Background: an optimization exercise with open tools, aiming at small area. Do not read the settings as production practice.
Function was checked by simulation only, so behaviour that the tests miss may differ from the original.

File: flow/design.v
`timescale 1ns / 1ps
module dart(
            game_set_o, 
            player_1_done_o, 
            player_2_done_o, 
            player_1_win_o, 
            player_2_win_o, 
            player_1_pt_o,
            player_2_pt_o,
            dart_come_i, 
            dart_position_x_i, 
            dart_position_y_i, 
            clk,
            reset
            );
parameter [3:0] START         =4'b0000; 
parameter [3:0] INITIALIZE    =4'b0001; 
parameter [3:0] IDLE          =4'b0010; 
parameter [3:0] TOUCH         =4'b0011; 
parameter [3:0] COUNT         =4'b0100; 
parameter [3:0] COMPARE       =4'b0101; 
parameter [3:0] PLAYER_DONE   =4'b0110; 
parameter [3:0] RESULT        =4'b1100; 
parameter [3:0] FINISH        =4'b1101; 
output              game_set_o;
output              player_1_done_o;
output              player_2_done_o;
output              player_1_win_o;
output              player_2_win_o;
output [8:0]        player_1_pt_o;
output [8:0]        player_2_pt_o;
input               dart_come_i;
input  [7:0]        dart_position_x_i;
input  [7:0]        dart_position_y_i;
input               clk;
input               reset;
reg  [3:0]          state; 
reg  [3:0]          next_state; 
reg  [9-1:0]        player_1_point; 
reg  [9-1:0]        player_2_point; 
reg  [9-1:0]        dart_point; 
reg  [1:0]          counter;
reg                 who_turn;
wire  [9-1:0]       point_table[0:30][0:30]; 
wire  [961*9-1:0]   temp_table; 
assign player_1_done_o=(state==PLAYER_DONE&&who_turn==1'b0)?1'b1:1'b0;
assign player_2_done_o=(state==PLAYER_DONE&&who_turn==1'b1)?1'b1:1'b0;
assign player_1_win_o=(player_1_point==9'd0)?1'b1:1'b0;
assign player_2_win_o=(player_2_point==9'd0)?1'b1:1'b0;
assign player_1_pt_o=player_1_point;
assign player_2_pt_o=player_2_point;
assign game_set_o=(next_state==RESULT)?1'b1:1'b0;
assign temp_table={ 9'd0, 9'd0, 9'd0, 9'd0, 9'd0, 9'd0, 9'd0, 9'd0, 9'd0, 9'd0, 9'd0, 9'd0, 9'd0, 9'd0, 9'd0, 9'd40, 9'd0, 9'd0, 9'd0, 9'd0, 9'd0, 9'd0, 9'd0, 9'd0, 9'd0, 9'd0, 9'd0, 9'd0, 9'd0, 9'd0, 9'd0,
                    9'd0, 9'd0, 9'd0, 9'd0, 9'd0, 9'd0, 9'd0, 9'd0, 9'd0, 9'd0, 9'd10, 9'd10, 9'd10, 9'd40, 9'd40, 9'd20, 9'd40, 9'd40, 9'd2, 9'd2, 9'd2, 9'd0, 9'd0, 9'd0, 9'd0, 9'd0, 9'd0, 9'd0, 9'd0, 9'd0, 9'd0,
                    9'd0, 9'd0, 9'd0, 9'd0, 9'd0, 9'd0, 9'd0, 9'd0, 9'd24, 9'd10, 9'd5, 9'd5, 9'd5, 9'd20, 9'd20, 9'd20, 9'd20, 9'd20, 9'd1, 9'd1, 9'd1, 9'd2, 9'd36, 9'd0, 9'd0, 9'd0, 9'd0, 9'd0, 9'd0, 9'd0, 9'd0,
                    9'd0, 9'd0, 9'd0, 9'd0, 9'd0, 9'd0, 9'd24, 9'd24, 9'd12, 9'd5, 9'd5, 9'd5, 9'd5, 9'd5, 9'd60, 9'd60, 9'd60, 9'd1, 9'd1, 9'd1, 9'd1, 9'd1, 9'd18, 9'd36, 9'd36, 9'd0, 9'd0, 9'd0, 9'd0, 9'd0, 9'd0,
                    9'd0, 9'd0, 9'd0, 9'd0, 9'd0, 9'd24, 9'd24, 9'd12, 9'd12, 9'd12, 9'd15, 9'd15, 9'd15, 9'd15, 9'd20, 9'd20, 9'd20, 9'd3, 9'd3, 9'd3, 9'd3, 9'd18, 9'd18, 9'd18, 9'd36, 9'd36, 9'd0, 9'd0, 9'd0, 9'd0, 9'd0,
                    9'd0, 9'd0, 9'd0, 9'd0, 9'd18, 9'd24, 9'd12, 9'd12, 9'd12, 9'd36, 9'd15, 9'd5, 9'd5, 9'd5, 9'd20, 9'd20, 9'd20, 9'd1, 9'd1, 9'd1, 9'd3, 9'd54, 9'd18, 9'd18, 9'd18, 9'd8, 9'd8, 9'd0, 9'd0, 9'd0, 9'd0,
                    9'd0, 9'd0, 9'd0, 9'd18, 9'd18, 9'd9, 9'd12, 9'd36, 9'd36, 9'd12, 9'd12, 9'd5, 9'd5, 9'd5, 9'd20, 9'd20, 9'd20, 9'd1, 9'd1, 9'd1, 9'd18, 9'd18, 9'd54, 9'd54, 9'd4, 9'd4, 9'd8, 9'd8, 9'd0, 9'd0, 9'd0,
                    9'd0, 9'd0, 9'd0, 9'd18, 9'd9, 9'd9, 9'd27, 9'd36, 9'd12, 9'd12, 9'd12, 9'd5, 9'd5, 9'd5, 9'd20, 9'd20, 9'd20, 9'd1, 9'd1, 9'd1, 9'd18, 9'd18, 9'd18, 9'd12, 9'd12, 9'd4, 9'd4, 9'd8, 9'd0, 9'd0, 9'd0,
                    9'd0, 9'd0, 9'd18, 9'd9, 9'd9, 9'd9, 9'd27, 9'd9, 9'd12, 9'd12, 9'd12, 9'd12, 9'd5, 9'd5, 9'd20, 9'd20, 9'd20, 9'd1, 9'd1, 9'd18, 9'd18, 9'd18, 9'd4, 9'd4, 9'd12, 9'd4, 9'd4, 9'd4, 9'd8, 9'd0, 9'd0,
                    9'd0, 9'd0, 9'd28, 9'd14, 9'd9, 9'd27, 9'd9, 9'd9, 9'd9, 9'd12, 9'd12, 9'd12, 9'd5, 9'd5, 9'd5, 9'd20, 9'd1, 9'd1, 9'd1, 9'd18, 9'd18, 9'd4, 9'd4, 9'd4, 9'd4, 9'd12, 9'd4, 9'd13, 9'd26, 9'd0, 9'd0,
                    9'd0, 9'd28, 9'd14, 9'd14, 9'd42, 9'd42, 9'd9, 9'd9, 9'd9, 9'd9, 9'd12, 9'd12, 9'd12, 9'd5, 9'd5, 9'd20, 9'd1, 9'd1, 9'd18, 9'd18, 9'd4, 9'd4, 9'd4, 9'd4, 9'd4, 9'd39, 9'd39, 9'd13, 9'd13, 9'd26, 9'd0,
                    9'd0, 9'd28, 9'd14, 9'd14, 9'd42, 9'd14, 9'd14, 9'd14, 9'd9, 9'd9, 9'd9, 9'd12, 9'd12, 9'd5, 9'd5, 9'd20, 9'd1, 9'd1, 9'd18, 9'd4, 9'd4, 9'd4, 9'd4, 9'd13, 9'd13, 9'd13, 9'd39, 9'd13, 9'd13, 9'd26, 9'd0,
                    9'd0, 9'd28, 9'd14, 9'd14, 9'd42, 9'd14, 9'd14, 9'd14, 9'd14, 9'd14, 9'd9, 9'd9, 9'd12, 9'd12, 9'd5, 9'd20, 9'd1, 9'd18, 9'd4, 9'd4, 9'd4, 9'd13, 9'd13, 9'd13, 9'd13, 9'd13, 9'd39, 9'd13, 9'd13, 9'd26, 9'd0,
                    9'd0, 9'd22, 9'd11, 9'd14, 9'd42, 9'd14, 9'd14, 9'd14, 9'd14, 9'd14, 9'd14, 9'd14, 9'd9, 9'd12, 9'd50, 9'd50, 9'd50, 9'd4, 9'd4, 9'd13, 9'd13, 9'd13, 9'd13, 9'd13, 9'd13, 9'd13, 9'd39, 9'd13, 9'd6, 9'd12, 9'd0,
                    9'd0, 9'd22, 9'd11, 9'd33, 9'd11, 9'd11, 9'd11, 9'd11, 9'd11, 9'd14, 9'd14, 9'd14, 9'd14, 9'd50, 9'd50, 9'd50, 9'd50, 9'd50, 9'd13, 9'd13, 9'd13, 9'd13, 9'd6, 9'd6, 9'd6, 9'd6, 9'd6, 9'd18, 9'd6, 9'd12, 9'd0,
                    9'd22, 9'd11, 9'd11, 9'd33, 9'd11, 9'd11, 9'd11, 9'd11, 9'd11, 9'd11, 9'd11, 9'd11, 9'd11, 9'd50, 9'd50, 9'd50, 9'd50, 9'd50, 9'd6, 9'd6, 9'd6, 9'd6, 9'd6, 9'd6, 9'd6, 9'd6, 9'd6, 9'd18, 9'd6, 9'd6, 9'd12, 
                    9'd0, 9'd22, 9'd11, 9'd33, 9'd11, 9'd11, 9'd11, 9'd11, 9'd11, 9'd8, 9'd8, 9'd8, 9'd8, 9'd50, 9'd50, 9'd50, 9'd50, 9'd50, 9'd10, 9'd10, 9'd10, 9'd10, 9'd6, 9'd6, 9'd6, 9'd6, 9'd6, 9'd18, 9'd6, 9'd12, 9'd0,
                    9'd0, 9'd22, 9'd11, 9'd8, 9'd24, 9'd8, 9'd8, 9'd8, 9'd8, 9'd8, 9'd8, 9'd8, 9'd16, 9'd16, 9'd50, 9'd50, 9'd50, 9'd2, 9'd15, 9'd10, 9'd10, 9'd10, 9'd10, 9'd10, 9'd10, 9'd10, 9'd30, 9'd10, 9'd6, 9'd12, 9'd0,
                    9'd0, 9'd16, 9'd8, 9'd8, 9'd24, 9'd8, 9'd8, 9'd8, 9'd8, 9'd8, 9'd16, 9'd16, 9'd16, 9'd7, 9'd19, 9'd3, 9'd17, 9'd2, 9'd2, 9'd15, 9'd15, 9'd10, 9'd10, 9'd10, 9'd10, 9'd10, 9'd30, 9'd10, 9'd10, 9'd20, 9'd0,
                    9'd0, 9'd16, 9'd8, 9'd8, 9'd24, 9'd8, 9'd8, 9'd8, 9'd16, 9'd16, 9'd16, 9'd16, 9'd7, 9'd19, 9'd19, 9'd3, 9'd17, 9'd17, 9'd2, 9'd2, 9'd15, 9'd15, 9'd15, 9'd10, 9'd10, 9'd10, 9'd30, 9'd10, 9'd10, 9'd20, 9'd0,
                    9'd0, 9'd16, 9'd8, 9'd8, 9'd24, 9'd24, 9'd16, 9'd16, 9'd16, 9'd16, 9'd16, 9'd7, 9'd7, 9'd19, 9'd19, 9'd3, 9'd17, 9'd17, 9'd2, 9'd2, 9'd2, 9'd15, 9'd15, 9'd15, 9'd15, 9'd30, 9'd30, 9'd10, 9'd10, 9'd20, 9'd0,
                    9'd0, 9'd0, 9'd16, 9'd8, 9'd16, 9'd48, 9'd16, 9'd16, 9'd16, 9'd16, 9'd7, 9'd7, 9'd19, 9'd19, 9'd19, 9'd3, 9'd17, 9'd17, 9'd17, 9'd2, 9'd2, 9'd2, 9'd15, 9'd15, 9'd15, 9'd45, 9'd15, 9'd10, 9'd20, 9'd0, 9'd0,
                    9'd0, 9'd0, 9'd32, 9'd16, 9'd16, 9'd16, 9'd48, 9'd16, 9'd16, 9'd7, 9'd7, 9'd7, 9'd19, 9'd19, 9'd3, 9'd3, 9'd3, 9'd17, 9'd17, 9'd2, 9'd2, 9'd2, 9'd2, 9'd15, 9'd45, 9'd15, 9'd15, 9'd15, 9'd30, 9'd0, 9'd0,
                    9'd0, 9'd0, 9'd0, 9'd32, 9'd16, 9'd16, 9'd48, 9'd48, 9'd7, 9'd7, 9'd7, 9'd19, 9'd19, 9'd19, 9'd3, 9'd3, 9'd3, 9'd17, 9'd17, 9'd17, 9'd2, 9'd2, 9'd2, 9'd6, 9'd45, 9'd15, 9'd15, 9'd30, 9'd0, 9'd0, 9'd0,
                    9'd0, 9'd0, 9'd0, 9'd32, 9'd32, 9'd16, 9'd16, 9'd21, 9'd21, 9'd7, 9'd7, 9'd19, 9'd19, 9'd19, 9'd3, 9'd3, 9'd3, 9'd17, 9'd17, 9'd17, 9'd2, 9'd2, 9'd6, 9'd6, 9'd2, 9'd15, 9'd30, 9'd30, 9'd0, 9'd0, 9'd0,
                    9'd0, 9'd0, 9'd0, 9'd0, 9'd32, 9'd32, 9'd7, 9'd7, 9'd7, 9'd21, 9'd57, 9'd19, 9'd19, 9'd19, 9'd3, 9'd3, 9'd3, 9'd17, 9'd17, 9'd17, 9'd51, 9'd6, 9'd2, 9'd2, 9'd2, 9'd4, 9'd30, 9'd0, 9'd0, 9'd0, 9'd0,
                    9'd0, 9'd0, 9'd0, 9'd0, 9'd0, 9'd14, 9'd14, 9'd7, 9'd7, 9'd7, 9'd57, 9'd57, 9'd57, 9'd57, 9'd3, 9'd3, 9'd3, 9'd51, 9'd51, 9'd51, 9'd51, 9'd2, 9'd2, 9'd2, 9'd4, 9'd4, 9'd0, 9'd0, 9'd0, 9'd0, 9'd0,
                    9'd0, 9'd0, 9'd0, 9'd0, 9'd0, 9'd0, 9'd14, 9'd14, 9'd7, 9'd19, 9'd19, 9'd19, 9'd19, 9'd19, 9'd9, 9'd9, 9'd9, 9'd17, 9'd17, 9'd17, 9'd17, 9'd17, 9'd2, 9'd4, 9'd4, 9'd0, 9'd0, 9'd0, 9'd0, 9'd0, 9'd0,
                    9'd0, 9'd0, 9'd0, 9'd0, 9'd0, 9'd0, 9'd0, 9'd0, 9'd14, 9'd38, 9'd19, 9'd19, 9'd19, 9'd3, 9'd3, 9'd3, 9'd3, 9'd3, 9'd17, 9'd17, 9'd17, 9'd34, 9'd4, 9'd0, 9'd0, 9'd0, 9'd0, 9'd0, 9'd0, 9'd0, 9'd0,
                    9'd0, 9'd0, 9'd0, 9'd0, 9'd0, 9'd0, 9'd0, 9'd0, 9'd0, 9'd0, 9'd38, 9'd38, 9'd38, 9'd6, 9'd6, 9'd3, 9'd6, 9'd6, 9'd34, 9'd34, 9'd34, 9'd0, 9'd0, 9'd0, 9'd0, 9'd0, 9'd0, 9'd0, 9'd0, 9'd0, 9'd0,
                    9'd0, 9'd0, 9'd0, 9'd0, 9'd0, 9'd0, 9'd0, 9'd0, 9'd0, 9'd0, 9'd0, 9'd0, 9'd0, 9'd0, 9'd0, 9'd6, 9'd0, 9'd0, 9'd0, 9'd0, 9'd0, 9'd0, 9'd0, 9'd0, 9'd0, 9'd0, 9'd0, 9'd0, 9'd0, 9'd0, 9'd0
                    };
genvar i;
generate 
    for(i=0; i<31; i=i+1) begin 
        assign point_table[0][i]=temp_table[8648-279*0-i*9:8640-279*0-i*9];
        assign point_table[1][i]=temp_table[8648-279*1-i*9:8640-279*1-i*9];
        assign point_table[2][i]=temp_table[8648-279*2-i*9:8640-279*2-i*9];
        assign point_table[3][i]=temp_table[8648-279*3-i*9:8640-279*3-i*9];
        assign point_table[4][i]=temp_table[8648-279*4-i*9:8640-279*4-i*9];
        assign point_table[5][i]=temp_table[8648-279*5-i*9:8640-279*5-i*9];
        assign point_table[6][i]=temp_table[8648-279*6-i*9:8640-279*6-i*9];
        assign point_table[7][i]=temp_table[8648-279*7-i*9:8640-279*7-i*9];
        assign point_table[8][i]=temp_table[8648-279*8-i*9:8640-279*8-i*9];
        assign point_table[9][i]=temp_table[8648-279*9-i*9:8640-279*9-i*9];
        assign point_table[10][i]=temp_table[8648-279*10-i*9:8640-279*10-i*9];
        assign point_table[11][i]=temp_table[8648-279*11-i*9:8640-279*11-i*9];
        assign point_table[12][i]=temp_table[8648-279*12-i*9:8640-279*12-i*9];
        assign point_table[13][i]=temp_table[8648-279*13-i*9:8640-279*13-i*9];
        assign point_table[14][i]=temp_table[8648-279*14-i*9:8640-279*14-i*9];
        assign point_table[15][i]=temp_table[8648-279*15-i*9:8640-279*15-i*9];
        assign point_table[16][i]=temp_table[8648-279*16-i*9:8640-279*16-i*9];
        assign point_table[17][i]=temp_table[8648-279*17-i*9:8640-279*17-i*9];
        assign point_table[18][i]=temp_table[8648-279*18-i*9:8640-279*18-i*9];
        assign point_table[19][i]=temp_table[8648-279*19-i*9:8640-279*19-i*9];
        assign point_table[20][i]=temp_table[8648-279*20-i*9:8640-279*20-i*9];
        assign point_table[21][i]=temp_table[8648-279*21-i*9:8640-279*21-i*9];
        assign point_table[22][i]=temp_table[8648-279*22-i*9:8640-279*22-i*9];
        assign point_table[23][i]=temp_table[8648-279*23-i*9:8640-279*23-i*9];
        assign point_table[24][i]=temp_table[8648-279*24-i*9:8640-279*24-i*9];
        assign point_table[25][i]=temp_table[8648-279*25-i*9:8640-279*25-i*9];
        assign point_table[26][i]=temp_table[8648-279*26-i*9:8640-279*26-i*9];
        assign point_table[27][i]=temp_table[8648-279*27-i*9:8640-279*27-i*9];
        assign point_table[28][i]=temp_table[8648-279*28-i*9:8640-279*28-i*9];
        assign point_table[29][i]=temp_table[8648-279*29-i*9:8640-279*29-i*9];
        assign point_table[30][i]=temp_table[8648-279*30-i*9:8640-279*30-i*9];
    end
endgenerate
always@(*)begin 
    case (state)
        START:
            next_state=INITIALIZE;
        INITIALIZE:
            next_state=IDLE;
        IDLE:
            if(dart_come_i)next_state=TOUCH;
            else next_state=IDLE;
        TOUCH:
            next_state=COUNT;
        COUNT:
            next_state=PLAYER_DONE;
        PLAYER_DONE:
            if(player_1_win_o||player_2_win_o)next_state=RESULT;
            else next_state=IDLE;
        RESULT:
            next_state=FINISH;
        FINISH:
            next_state=FINISH;
        default:
            next_state=START;
    endcase
end
always@(posedge clk)begin 
    if(~reset)state<=START;
    else state<=next_state;
end
always@(posedge clk)begin 
    if(~reset)dart_point<=9'd0;
    else if(state==TOUCH)dart_point<=(dart_position_x_i<8'd31&&dart_position_y_i<8'd31)?point_table[dart_position_y_i][dart_position_x_i]:9'd0; 
    else dart_point<=dart_point;
end
always@(posedge clk)begin 
    if(~reset)player_1_point<=9'd0;
    else if(state==INITIALIZE)player_1_point<=9'd501;
    else if(state==COUNT&&who_turn==1'b0)player_1_point<=(player_1_point>=dart_point)?player_1_point-dart_point:player_1_point;
    else player_1_point<=player_1_point;
end
always@(posedge clk)begin 
    if(~reset)player_2_point<=9'd0;
    else if(state==INITIALIZE)player_2_point<=9'd501;
    else if(state==COUNT&&who_turn==1'b1)player_2_point<=(player_2_point>=dart_point)?player_2_point-dart_point:player_2_point;
    else player_2_point<=player_2_point;
end
always@(posedge clk)begin 
    if(~reset)counter<=2'b00;
    else if(state==TOUCH)counter<=(counter==2'b10)?2'b00:counter+2'b01;
	else if(state==COUNT&&who_turn==1'b0)counter<=(player_1_point>=dart_point)?counter:2'b00;
	else if(state==COUNT&&who_turn==1'b1)counter<=(player_2_point>=dart_point)?counter:2'b00;
    else counter<=counter;
end
always@(posedge clk)begin 
    if(~reset)who_turn<=1'b0;
    else if(state==PLAYER_DONE&&counter==2'b00)who_turn<=~who_turn;
    else who_turn<=who_turn;
end
endmodule
File: flow/run.sh
#!/bin/bash
# synth_recipe.tcl (not shown) runs the flow's synth.tcl, then flattens the netlist and writes it again
# the make line also repeats each setting of config.mk as NAME=value (left out here)
make -C /OpenROAD-flow-scripts/flow DESIGN_CONFIG=/design/flow/config.mk WORK_HOME=/design/flow/orfs CLKGATE_MAP_FILE= SYNTH_SCRIPT=/design/flow/synth_recipe.tcl finish
File: flow/config.mk
export PLATFORM = sky130hd
export DESIGN_NAME = dart
export DESIGN_NICKNAME = dart
export VERILOG_FILES = /design/flow/design.v
export SDC_FILE = /design/flow/constraint.sdc
export NUM_CORES = 4
export LEC_CHECK = 0
export CAP_MARGIN = 20
export CORE_MARGIN = 2
export CORE_UTILIZATION = 40
export SLEW_MARGIN = 20
File: flow/constraint.sdc
create_clock -name core_clock -period 10.0 [get_ports {clk}]
set_input_delay 2.0000 -clock core_clock [delete_from_list [all_inputs] [get_ports {clk}]]
set_output_delay 2.0000 -clock core_clock [all_outputs]
set_load 0.01 [all_outputs]
==> summary.log <==
[final_layout] area added between synthesis and finish 12.8%
[detailed_routing] via count 12200
[detailed_routing] drc violations 0
[clocking] CTS H-tree lvls 2
[detailed_routing] 1st-iter DRT viols 2476
[setup_path] FF-to-FF setup slack 6570 ps
[min_path] cell depth of the worst min-delay path 2
[timing] Sum Neg Setup Slack 0 ps
[setup_path] arrival time reported for the critical path endpoint 8920 ps
[timing] RSZ-0062 raised after global routing no
[place] PortBufs 41
[die] width of the die 151 um
[setup_path] cell depth of the worst flop-to-flop path 13
[setup_path] kind of start point of the critical path input pin
[setup_path] biggest fanout along the worst timing path 24
[synth] area leader, netlist sky130_fd_sc_hd__dfxtp_1
[timing] count of endpoints failing hold in the final timing report 0
[setup_path] class of the most critical setup path input pin to flop
[synth] average instance area after synthesis 6.55 um2
[detailed_routing] routed len/inst 33.3 um
[synth] top_reg_cell synth sky130_fd_sc_hd__dfxtp_1
[place] final weighted congestion of routability-driven global placement 1.21
[synth] number of enable flip-flop cells after synthesis 0
[synth] Net Count, Synth 1384
[clocking] number of hold buffers added after CTS 0
[timing] pins over their slew limit 0
[synth] cells after synthesis 1310
[synth] post-synthesis sequential area ratio 7.23%
[timing] minimum clock period 8720 ps
[clocking] Clock Root Buffer sky130_fd_sc_hd__clkbuf_16
[global_route] vias in the first global route 11200
[die] die extent in y 151 um
[synth] top post-synthesis cells by area sky130_fd_sc_hd__dfxtp_1 7.2%, sky130_fd_sc_hd__nor2_1 6.6%, sky130_fd_sc_hd__fa_1 6.1%
[die] overall die area 22700 um2
[final_layout] number of nets at the end of the flow 1396
[final_layout] # diodes 0
[synth] number of synthesized register bits 31
[run] number of maximum-capacitance constraint violations 0
[global_route] first-pass GRT wire length 76.2 mm
[die] num ports 42
[timing] Clock Skews 5.35 ps
[min_path] class of the tightest hold or removal check flop to flop
[die] core area 21000 um2
[synth] cell area after synthesis 8590 um2
[clocking] number of buffers added by the clock tree synthesis step 5
[timing] fraction of the cycle the final worst path needs 87.2%
[min_path] worst hold path endpoint dart_point[2]$_SDFFE_PN0P_
[synth] YS warnings 1
[clocking] Resized cells post-CTS 0
[timing] Achievable Freq 115 MHz
[synth] post-synthesis cell type count 96
[die] Std-Cell Rows 53
[detailed_routing] total wire length after detailed routing 53.2 mm
[clocking] number of buffers inserted by post-CTS setup repair 0
[setup_path] Data required, critical path 10200 ps
[place] worst setup slack before clock tree synthesis 1200 ps
[clocking] insertion delay of the later-clocked pin in the worst-skew pair 280 ps
[clocking] CTS tree yes
[detailed_routing] average via count per standard cell 7.63
[place] half-perimeter wire length after detailed placement 39.4 mm
[global_route] Global Route Usage Sum 46.2%
[detailed_routing] length of the first detailed-routing pass in iterations 11
[setup_path] beginning of the worst register-to-register path dart_point[1]$_SDFFE_PN0P_
[clocking] maximum number of buffers from clock root to sink 2
[global_route] pin count of the biggest net entering global routing 45
[timing] final setup vio count 0
[timing] headroom to the max-slew limit 11.4%
[die] starting density of the core 40.8%
[synth] most common library cells after synthesis 151 x sky130_fd_sc_hd__nor2_1, 126 x sky130_fd_sc_hd__nand2_1, 97 x sky130_fd_sc_hd__o21ai_0
[global_route] initial antenna violation count 4
[clocking] clock tree sinks 31
[setup_path] R2R Path End player_2_point[8]$_SDFFE_PN0P_
[synth] share of synthesized flip-flops with an asynchronous set or reset 0%
[detailed_routing] remaining antenna violation count 0
[min_path] startpoint of the lowest-slack hold path dart_point[2]$_SDFFE_PN0P_
[clocking] clock transition time at the flip-flop clock pins of the worst setup and hold paths 50 ps
[timing] Least-Margin Pin Slew 1320 ps
[setup_path] critical path endpoint category flop
[global_route] GR Overflow Total 0
[timing] Final Worst Setup Slack 1280 ps
[synth] most numerous cell in the Yosys netlist sky130_fd_sc_hd__nor2_1
[synth] area fraction of the dominant cell type after synthesis 7.23%
[final_layout] share of post-route cells with drive strength above 1 9.60%
[status] outcome finished clean
[worst max-delay path by stage]
stage	from	endpoint	slack (ps)	cells after the start
2_1_floorplan	dart_position_x_i[6]	dart_point[1]$_SDFFE_PN0P_	3280	18
3_5_place_dp	dart_position_y_i[3]	dart_point[1]$_SDFFE_PN0P_	1200	20
3_3_place_gp	dart_position_y_i[3]	dart_point[1]$_SDFFE_PN0P_	1240	19
5_1_grt	dart_position_y_i[3]	dart_point[5]$_SDFFE_PN0P_	1080	20
4_1_cts	dart_position_y_i[3]	dart_point[1]$_SDFFE_PN0P_	1470	20
6_report	dart_position_y_i[3]	dart_point[5]$_SDFFE_PN0P_	1280	20
[worst max-delay path, cell delays in order]
cell and delay, ps:
sky130_fd_sc_hd__clkdlybuf4s50_1 610, sky130_fd_sc_hd__fa_1 590, sky130_fd_sc_hd__inv_1 50, sky130_fd_sc_hd__fa_1 500, sky130_fd_sc_hd__fa_1 490, sky130_fd_sc_hd__inv_1 40, sky130_fd_sc_hd__ha_1 500, sky130_fd_sc_hd__and2b_1 280
sky130_fd_sc_hd__buf_4 220, sky130_fd_sc_hd__o22ai_4 330, sky130_fd_sc_hd__xor2_4 670, sky130_fd_sc_hd__buf_4 360, sky130_fd_sc_hd__o21ai_0 140, sky130_fd_sc_hd__o211ai_1 290, sky130_fd_sc_hd__o211ai_1 260, sky130_fd_sc_hd__nor4_1 470
sky130_fd_sc_hd__a31oi_1 260, sky130_fd_sc_hd__nor4_1 470, sky130_fd_sc_hd__nand4_1 190, sky130_fd_sc_hd__a31oi_1 170
[cell usage in the layout, fill, tap and decap left out, types with 13 or more instances in the layout]
cell / count
sky130_fd_sc_hd__nor4_1: 32
sky130_fd_sc_hd__inv_1: 63
sky130_fd_sc_hd__dfxtp_1: 31
sky130_fd_sc_hd__nand3_1: 48
sky130_fd_sc_hd__a21oi_1: 83
sky130_fd_sc_hd__o21ai_0: 97
sky130_fd_sc_hd__nand4_1: 19
sky130_fd_sc_hd__o31ai_1: 13
sky130_fd_sc_hd__mux2i_1: 22
sky130_fd_sc_hd__o211ai_1: 14
sky130_fd_sc_hd__a221oi_1: 13
sky130_fd_sc_hd__nor2_1: 151
sky130_fd_sc_hd__a22oi_1: 22
sky130_fd_sc_hd__clkdlybuf4s50_1: 41
sky130_fd_sc_hd__fa_1: 26
sky130_fd_sc_hd__a31oi_1: 32
sky130_fd_sc_hd__ha_1: 28
sky130_fd_sc_hd__a211oi_1: 23
sky130_fd_sc_hd__a32oi_1: 13
sky130_fd_sc_hd__xnor2_1: 16
sky130_fd_sc_hd__nor3_1: 65
sky130_fd_sc_hd__buf_4: 79
sky130_fd_sc_hd__o221ai_1: 13
sky130_fd_sc_hd__nand2_1: 126
sky130_fd_sc_hd__o22ai_1: 30
[stage by stage]
step                instance area, um2  utilization [%]  hold WS [ps]  std cells
floorplan                         8590                -           432       1310
global placement                  9510             45.2           448       1590
detailed placement                9510             45.2           454       1590
CTS                               9690             46.1           462       1598
global route                      9690             46.1           490       1598
finish                            9690             46.1           467       1598
[flip-flops by register name (all words and copies together) (netlist names)]
register / count
counter: 2
who_turn: 1
dart_point: 6
player_2_point: 9
state: 4
player_1_point: 9
[layout make-up]
cell class	count	area [um2]
fill	2206	11300
multi-input combinational	1098	7280
timing repair buffer	121	1020
sequential	31	621
tap	275	344
inverter	65	244
clock buffer	6	139
clock inverter	2	35.0
[per-layer routing]
metal	routed length [um]	share of wire, %	track usage [%]	vias up
met4	4210	7.9	24.6	6
met1	19500	37	59.3	5633
met2	20000	38	62.4	1213
met5	123	0.23	0	-
met3	9400	18	23.2	357
li1	-	-	-	4991
[logic make-up after synthesis]
family / count (synthesis) / share of synthesized area [%]
xor+xnor: 34 / 4.55
compound gates: 469 / 37.7
buf+inv: 181 / 8.82
fa+ha+maj: 56 / 10.4
simple gates: 515 / 28.5
flops: 31 / 7.23
mux: 24 / 2.83

separate check: timing with driven ports:
Ports are ideal in the flow. The routed layout listed here was re-timed in OpenROAD.
Step 1 assumes that a clkbuf_16 drives the clock port and a buf_2 every other input.
Step 2 moves the port delays by t, midway between the first and last clock arrival at a register: inputs arrive t later, outputs are due t later. That takes back most of the time a late clock gives input paths.
a / b / c = ideal ports / drivers / drivers and shift; a / b = the first two.
t, ns: 0.316
setup slack, ns: 1.283 / 1.295 / 0.979
hold WS [ns]: 0.467 / 0.467 / 0.467
latest minus earliest clock arrival (ns): 0.005 / 0.006
worst register clock-pin slew, ns: 0.06 / 0.06
After both steps setup and hold are still met in this run. For this run, drivers alone change the setup slack by +0.012 ns; drivers and shift together by -0.304 ns.
